What follows belongs to an exercise in optimizing a design on an open flow for small area; a production flow would make more cautious choices. Only the layout flow was run in this run; the RTL was not checked for function there. No activity file was given, so power comes from the tool's default toggle rates.

## flow/design.v

```verilog
`timescale 1ns / 1ps
module soc_system_pulse_start_pio (
                                     address,
                                     chipselect,
                                     clk,
                                     reset_n,
                                     write_n,
                                     writedata,
                                     out_port,
                                     readdata
                                  )
;
  output           out_port;
  output  [ 31: 0] readdata;
  input   [  1: 0] address;
  input            chipselect;
  input            clk;
  input            reset_n;
  input            write_n;
  input   [ 31: 0] writedata;
wire             clk_en;
reg              data_out;
wire             out_port;
wire             read_mux_out;
wire    [ 31: 0] readdata;
  assign clk_en = 1;
  assign read_mux_out = {1 {(address == 0)}} & data_out;
  always @(posedge clk or negedge reset_n)
    begin
      if (reset_n == 0)
          data_out <= 0;
      else if (chipselect && ~write_n && (address == 0))
          data_out <= writedata;
    end
  assign readdata = {32'b0 | read_mux_out};
  assign out_port = data_out;
endmodule
`timescale 1ns / 1ps
module soc_system_pulse_delay_pio (
                                     address,
                                     chipselect,
                                     clk,
                                     reset_n,
                                     write_n,
                                     writedata,
                                     out_port,
                                     readdata
                                  )
;
  output  [ 31: 0] out_port;
  output  [ 31: 0] readdata;
  input   [  1: 0] address;
  input            chipselect;
  input            clk;
  input            reset_n;
  input            write_n;
  input   [ 31: 0] writedata;
wire             clk_en;
reg     [ 31: 0] data_out;
wire    [ 31: 0] out_port;
wire    [ 31: 0] read_mux_out;
wire    [ 31: 0] readdata;
  assign clk_en = 1;
  assign read_mux_out = {32 {(address == 0)}} & data_out;
  always @(posedge clk or negedge reset_n)
    begin
      if (reset_n == 0)
          data_out <= 0;
      else if (chipselect && ~write_n && (address == 0))
          data_out <= writedata[31 : 0];
    end
  assign readdata = {32'b0 | read_mux_out};
  assign out_port = data_out;
endmodule
module pulse_generator (
    input  logic        clk,
    input  logic        reset_n,
    input  logic        start_in,
    input  logic [31:0] delay_cycles,
    input  logic [31:0] pulse_width_cycles,
    input  logic [15:0] repetition,
    output logic        start_ack,
    output logic        pulse_out,
    output logic        pulse_led,
    output logic        delay_led
);
  typedef enum logic [1:0] {
    IDLE  = 2'b00,
    DELAY = 2'b01,
    PULSE = 2'b10
  } state_t;
  state_t state;
  logic [31:0] counter;
  logic [15:0] repetition_counter;
  logic is_last_repetition;
  logic pulse_done;
  logic internal_start;
  assign is_last_repetition = (repetition_counter == 1) ? 1'b1 : 1'b0;
  always_ff @(posedge clk or negedge reset_n) begin
    if (!reset_n) begin
      state <= IDLE;
      counter <= 32'd0;
      repetition_counter <= 16'd0;
      start_ack <= 1'b0;
    end else if (start_in) begin
      if (start_in) begin
        if (delay_cycles > 0) begin
          repetition_counter <= repetition;
          counter <= delay_cycles;
          state <= DELAY;
        end else begin
          if (pulse_width_cycles > 0) begin
            repetition_counter <= repetition;
            counter <= pulse_width_cycles;
            state <= PULSE;
          end else begin
            state <= IDLE;   
          end
        end
        start_ack <= 1'b1;   
      end else begin
        start_ack <= 1'b0;   
      end
    end else begin
      case (state)
        IDLE: state <= IDLE;   
        DELAY: begin
          start_ack <= 1'b0;   
          if (counter == 32'd1) begin
            if (pulse_width_cycles > 0) begin
              counter <= pulse_width_cycles;
              state   <= PULSE;
            end else begin
              state <= IDLE;   
            end
          end else begin
            counter <= counter - 32'd1;
          end
        end
        PULSE: begin
          start_ack <= 1'b0;   
          if (counter == 32'd1) begin
            if (is_last_repetition) begin
              state <= IDLE;
              repetition_counter <= 16'd0;
            end else begin
              if (delay_cycles > 0) begin
                counter <= delay_cycles;
                state   <= DELAY;
              end else begin
                counter <= pulse_width_cycles;
                state   <= PULSE;
              end
              if (repetition_counter > 0) repetition_counter <= repetition_counter - 1;
            end
          end else begin
            counter <= counter - 32'd1;
          end
        end
      endcase
    end
  end
  assign pulse_led = (state == PULSE);
  assign delay_led = (state == DELAY);
  assign pulse_out = (state == PULSE);
endmodule
module pulse_generator_pio (
    input  logic        clk,
    input  logic        reset_n,
    input  logic        start_pio,
    input  logic [31:0] delay_cycles,
    input  logic [31:0] pulse_width_cycles,
    input  logic [15:0] repetition,
    output logic        pulse_out,
    output logic        pulse_led,
    output logic        delay_led
);
  logic req_ff, start_edge;
  always_ff @(posedge clk or negedge reset_n) begin
    if (!reset_n) begin
      req_ff <= 0;
    end else begin
      req_ff <= start_pio;   
    end
  end
  assign start_edge = start_pio & ~req_ff;   
  pulse_generator u_pulse_generator (
      .clk(clk),
      .reset_n(reset_n),
      .start_in(start_edge),
      .delay_cycles(delay_cycles),
      .pulse_width_cycles(pulse_width_cycles),
      .repetition(repetition),
      .start_ack(start_ack),
      .pulse_out(pulse_out),
      .pulse_led(pulse_led),
      .delay_led(delay_led)
  );
endmodule
`timescale 1ns / 1ps
module pulse_system (
    input         clk,
    input         reset_n,
    input  [ 1:0] avs_address,
    input         avs_write,
    input  [31:0] avs_writedata,
    output [31:0] avs_readdata,
    output        pulse_out,
    output [ 5:0] led
);
  wire        pulse_start_pio_export;
  wire [31:0] pulse_delay_pio_export;
  wire [31:0] pulse_width_pio_export;
  wire [31:0] pulse_repetition_pio_export;
  wire        pulse_out_camera, pulse_out_strobe;
  wire [31:0] start_rd, delay_rd, width_rd, repetition_rd;
  soc_system_pulse_start_pio pulse_start_pio (
      .clk       (clk),
      .reset_n   (reset_n),
      .address   (2'd0),
      .write_n   (~avs_write),
      .writedata (avs_writedata),
      .chipselect(avs_address == 2'd0),
      .readdata  (start_rd),
      .out_port  (pulse_start_pio_export)
  );
  soc_system_pulse_delay_pio pulse_delay_pio (
      .clk       (clk),
      .reset_n   (reset_n),
      .address   (2'd0),
      .write_n   (~avs_write),
      .writedata (avs_writedata),
      .chipselect(avs_address == 2'd1),
      .readdata  (delay_rd),
      .out_port  (pulse_delay_pio_export)
  );
  soc_system_pulse_delay_pio pulse_width_pio (
      .clk       (clk),
      .reset_n   (reset_n),
      .address   (2'd0),
      .write_n   (~avs_write),
      .writedata (avs_writedata),
      .chipselect(avs_address == 2'd2),
      .readdata  (width_rd),
      .out_port  (pulse_width_pio_export)
  );
  soc_system_pulse_delay_pio pulse_repetition_pio (
      .clk       (clk),
      .reset_n   (reset_n),
      .address   (2'd0),
      .write_n   (~avs_write),
      .writedata (avs_writedata),
      .chipselect(avs_address == 2'd3),
      .readdata  (repetition_rd),
      .out_port  (pulse_repetition_pio_export)
  );
  assign avs_readdata = (avs_address == 2'd0) ? start_rd :
                        (avs_address == 2'd1) ? delay_rd :
                        (avs_address == 2'd2) ? width_rd : repetition_rd;
  pulse_generator_pio laser_pulse (
      .clk(clk),
      .reset_n(reset_n),
      .start_pio(pulse_start_pio_export),
      .delay_cycles(pulse_delay_pio_export),
      .pulse_width_cycles(pulse_width_pio_export),
      .repetition(16'd0),
      .pulse_out(pulse_out),
      .pulse_led(led[1]),
      .delay_led(led[0])
  );
  pulse_generator_pio camera_pulse (
      .clk(clk),
      .reset_n(reset_n),
      .start_pio(pulse_start_pio_export),
      .delay_cycles(pulse_delay_pio_export),
      .pulse_width_cycles(pulse_width_pio_export),
      .repetition(pulse_repetition_pio_export[15:0]),
      .pulse_out(pulse_out_camera),
      .pulse_led(led[3]),
      .delay_led(led[2])
  );
  pulse_generator_pio strobe_pulse (
      .clk(clk),
      .reset_n(reset_n),
      .start_pio(pulse_start_pio_export),
      .delay_cycles(pulse_delay_pio_export),
      .pulse_width_cycles(pulse_width_pio_export),
      .repetition(pulse_repetition_pio_export[15:0]),
      .pulse_out(pulse_out_strobe),
      .pulse_led(led[5]),
      .delay_led(led[4])
  );
endmodule
```

## flow/run.sh

```bash
#!/bin/bash
# synth_recipe.tcl (not shown) runs the flow's synth.tcl, then flattens the netlist and writes it again
# the make line also repeats each setting of config.mk as NAME=value (left out here)
make -C /OpenROAD-flow-scripts/flow DESIGN_CONFIG=/design/flow/config.mk WORK_HOME=/design/flow/orfs CLKGATE_MAP_FILE= SYNTH_SCRIPT=/design/flow/synth_recipe.tcl finish
```

## flow/config.mk

```make
export PLATFORM = sky130hd
export DESIGN_NAME = pulse_system
export DESIGN_NICKNAME = pulse_system
export VERILOG_FILES = /design/flow/design.v
export SDC_FILE = /design/flow/constraint.sdc
export NUM_CORES = 4
export LEC_CHECK = 0
export CAP_MARGIN = 20
export CORE_MARGIN = 2
export CORE_UTILIZATION = 40
export SLEW_MARGIN = 20
```

## flow/constraint.sdc

```tcl
create_clock -name core_clock -period 10.0 [get_ports {clk}]
set_input_delay 2.0000 -clock core_clock [delete_from_list [all_inputs] [get_ports {clk}]]
set_output_delay 2.0000 -clock core_clock [all_outputs]
set_load 0.01 [all_outputs]
```

==> flow_summary.json <==
{
  "status": "timing/DRC/antenna clean",
  "cts_tree": "built",
  "cts.sinks": 248,
  "r2r_slack_ns": 6.17,
  "ys_seq_area_share_pct": 37.9,
  "post_cts_buffers": 0,
  "synthSimpleGateAreaFrac_pct": 18.6,
  "drt_iter0_drc": 1751,
  "core_um2": 40600,
  "finalWirelength_um": 61300,
  "place_ws_ns": 3.61,
  "setup_viol_count_final": 0,
  "drive_gt1_share_pct": 12.9,
  "fin_crit_sh_pct": 64.0,
  "io_pins": 76,
  "io_buffers": 75,
  "startpoint_type": "input pin",
  "vias": 15983,
  "die_x_um": 206,
  "gp_congestion": 0.919,
  "synthMuxAreaShare_pct": 8.92,
  "initial_utilization_pct": 40.3,
  "fp.dieH_um": 206,
  "leakagePower_nw": 7.14,
  "wire_per_inst_um": 25.1,
  "track_usage_pct": 29.0,
  "final-hold-violation-count": 0,
  "drc": 0,
  "synthDistinctLibCells": 86,
  "antenna-diode-count": 0,
  "grt_setup_unrepaired": "no",
  "worstSetupEndpointType": "output port",
  "antenna_found_initial": 0,
  "grt_max_degree": 147,
  "worst_pin_slew_ns": 1.10,
  "first_pass_iters": 6,
  "synthCells": 1896,
  "worstPathRequired_ns": 8.00,
  "synth_warnings": 5,
  "clock_skew_ns": 0.0280,
  "fin_setup_tns_ns": 0,
  "rows": 74,
  "final_common_cell": "dfrtp_1",
  "crit_fanout": 39,
  "vdd_drop_max_uv": 142,
  "slew_viol_final": 0,
  "clockBufferDepth": 3,
  "clock_latency_ns": 0.59,
  "crit_slowest_cell": "nor2b_2",
  "synth_area_um2": 16400,
  "cpPeakStageDelay_ns": 0.70,
  "cts_hold_buf": 0,
  "fin_ws_ns": 3.60,
  "synth-compound-area-share_pct": 26.4,
  "cp_common_cell": "buf_4",
  "synth_top_family_by_area": "compound AO/OA/AOI/OAI gates",
  "syn_avg_cell_area_um2": 8.64,
  "finalCriticalPeriod_ns": 6.40,
  "worstPathArrival_ns": 4.40,
  "grt_pass1_vias": 15526,
  "synthesis.nets": 1957,
  "hp-class": "register to register",
  "grt_pass1_wl_um": 94900,
  "fp.dieArea_um2": 42600,
  "cts_resized": 0,
  "synth_seq_cells": 248,
  "max_freq_mhz": 156,
  "h-tree-depth": 1,
  "ant_nets": 0,
  "ys.flop_type": "dfrtp_1",
  "numCtsBuffers": 30,
  "crit_path_cell_trace": "buf_2 > buf_4 > nor2b_2 > buf_4 > a22o_1 > clkdlybuf4s50_1",
  "maxSlewHeadroom_pct": 26.8,
  "nNetsFinal": 1947,
  "clk_pin_slew_worst_paths_ns": 0.06,
  "final_cell_mix": "248 x dfrtp_1, 173 x nor2_1, 171 x o21ai_0, 171 x a21oi_1, 125 x mux2_2",
  "dpl.hpwl_um": 40600,
  "synth_xor_xnor_area_share_pct": 1.60,
  "gr-total-overflow": 0,
  "yosys.area_share.adder_pct": 1.83,
  "pwr_density_cell_nw_per_um2": 290,
  "whs_ns": 0.495,
  "drv_cap": 0,
  "area_delta_synth_final_pct": 13.4,
  "avgViaCountPerCell": 6.55,
  "cts_root_buf": "clkbuf_16",
  "crit_type": "input pin to output port",
  "synth_edf_count": 0,
  "async_flop_share_pct": 100
}
## synth_stat cells (all sizes together), types with 15 or more instances
cell type | n | share of area (%)
a211oi | 18 | 0.83
a21oi | 172 | 5.3
a22o | 56 | 3.0
a22oi | 29 | 1.3
a31oi | 27 | 1.0
a32oi | 15 | 0.80
buf | 37 | 1.2
clkbuf | 110 | 2.5
dfrtp | 248 | 38
ha | 24 | 1.8
inv | 42 | 0.96
mux2 | 125 | 8.6
nand2 | 121 | 2.8
nand3 | 50 | 1.5
nor2 | 175 | 4.0
nor3 | 79 | 2.5
nor4 | 55 | 2.4
o211ai | 21 | 0.96
o21ai | 207 | 6.4
or3 | 22 | 0.84
or4 | 15 | 0.69
xor2 | 20 | 1.1
## worst max-delay path, delay by kind of cell
kind | cells | cell delay (ns)
compound gates | 1 | 0.20
simple gates | 1 | 0.70
buf+inv | 4 | 1.44
## metal layers
layer | share of wire, % | track usage (%) | wire, um
met5 | 0 | 0 | 0
met4 | 5.2 | 13.5 | 3160
met3 | 9.2 | 5.66 | 5620
met2 | 44 | 43.8 | 26700
met1 | 42 | 39.9 | 25800
## registers in the layout, summed over array words and instances, names as in the netlist
signal and count:
strobe_pulse.u_pulse_generator.state 2, pulse_width_pio.data_out 32, laser_pulse.u_pulse_generator.counter 32, camera_pulse.req_ff 1
strobe_pulse.u_pulse_generator.repetition_counter 16, pulse_delay_pio.data_out 32, strobe_pulse.u_pulse_generator.counter 32, camera_pulse.u_pulse_generator.repetition_counter 16
camera_pulse.u_pulse_generator.state 2, laser_pulse.u_pulse_generator.repetition_counter 16, laser_pulse.u_pulse_generator.state 2, pulse_start_pio.data_out 1
camera_pulse.u_pulse_generator.counter 32, pulse_repetition_pio.data_out 32
## cell type report
class | instances | area (um^2)
Clock inverter | 19 | 269
Sequential cell | 248 | 6210
Tap cell | 532 | 666
Clock buffer | 37 | 808
Inverter | 44 | 165
Timing Repair Buffer | 105 | 983
Multi-Input combinational cell | 1457 | 9470
Fill cell | 3957 | 22100
## power by group
part           total, mW  internal (mW)  switching (mW)
sequential          1.96           1.36           0.594
clock               1.21          0.731           0.475
combinational       2.23          0.869            1.36
total               5.39           2.96            2.43
## final timing paths
check / depth (start not counted) / start / endpoint
max reg2reg: 7 / pulse_delay_pio.data_out[27] / laser_pulse.u_pulse_generator.counter[19]
min reg2reg: 2 / laser_pulse.u_pulse_generator.counter[21] / laser_pulse.u_pulse_generator.counter[21]
min in group asynchronous: 1 / reset_n / pulse_width_pio.data_out[13]
min: 2 / laser_pulse.u_pulse_generator.counter[21] / laser_pulse.u_pulse_generator.counter[21]
max in group asynchronous: 2 / reset_n / async pin
max: 6 / avs_address[1] / avs_readdata[4]
## cells by family after synthesis
| group | after synthesis |
|---|---|
| fa+ha+maj | 24 |
| simple gates | 603 |
| mux | 129 |
| xor+xnor | 30 |
| compound gates | 671 |
| flops | 248 |
| buf+inv | 191 |
## stage by stage
step / total power [mW] / cells / util (%) / instance area, um^2
global placement: 4.07 / 2386 / 43.0 / 17500
CTS: 5.34 / 2442 / 45.7 / 18600
floorplan: 3.33 / 1896 / - / 16400
detailed placement: 4.12 / 2386 / 43.0 / 17500
global route: 5.72 / 2442 / 45.7 / 18600
finish: 5.39 / 2442 / 45.7 / 18600

-- separate check: timing with driven ports --
No port has a modelled driver above. Below, the same layout with a new extraction and two added sets of constraints.
Step 1 sets driving cells, clkbuf_16 on the clock port and buf_2 on the other inputs (assumed; they add their load-dependent delay and slew).
Step 2 also shifts input and output timing later by t, the mid clock arrival at the registers, as if the neighbouring blocks saw the same clock.
a / b / c = ideal / step 1 / step 2; a / b = the first two.
t (ns): 0.636
setup WS [ns]: 3.599 / 3.577 / 3.577
hold WS [ns]: 0.495 / 0.495 / 0.495
After both steps setup and hold are still met in this run. The setup slack of this run moves by -0.022 ns with the drivers and by -0.022 ns with both steps.
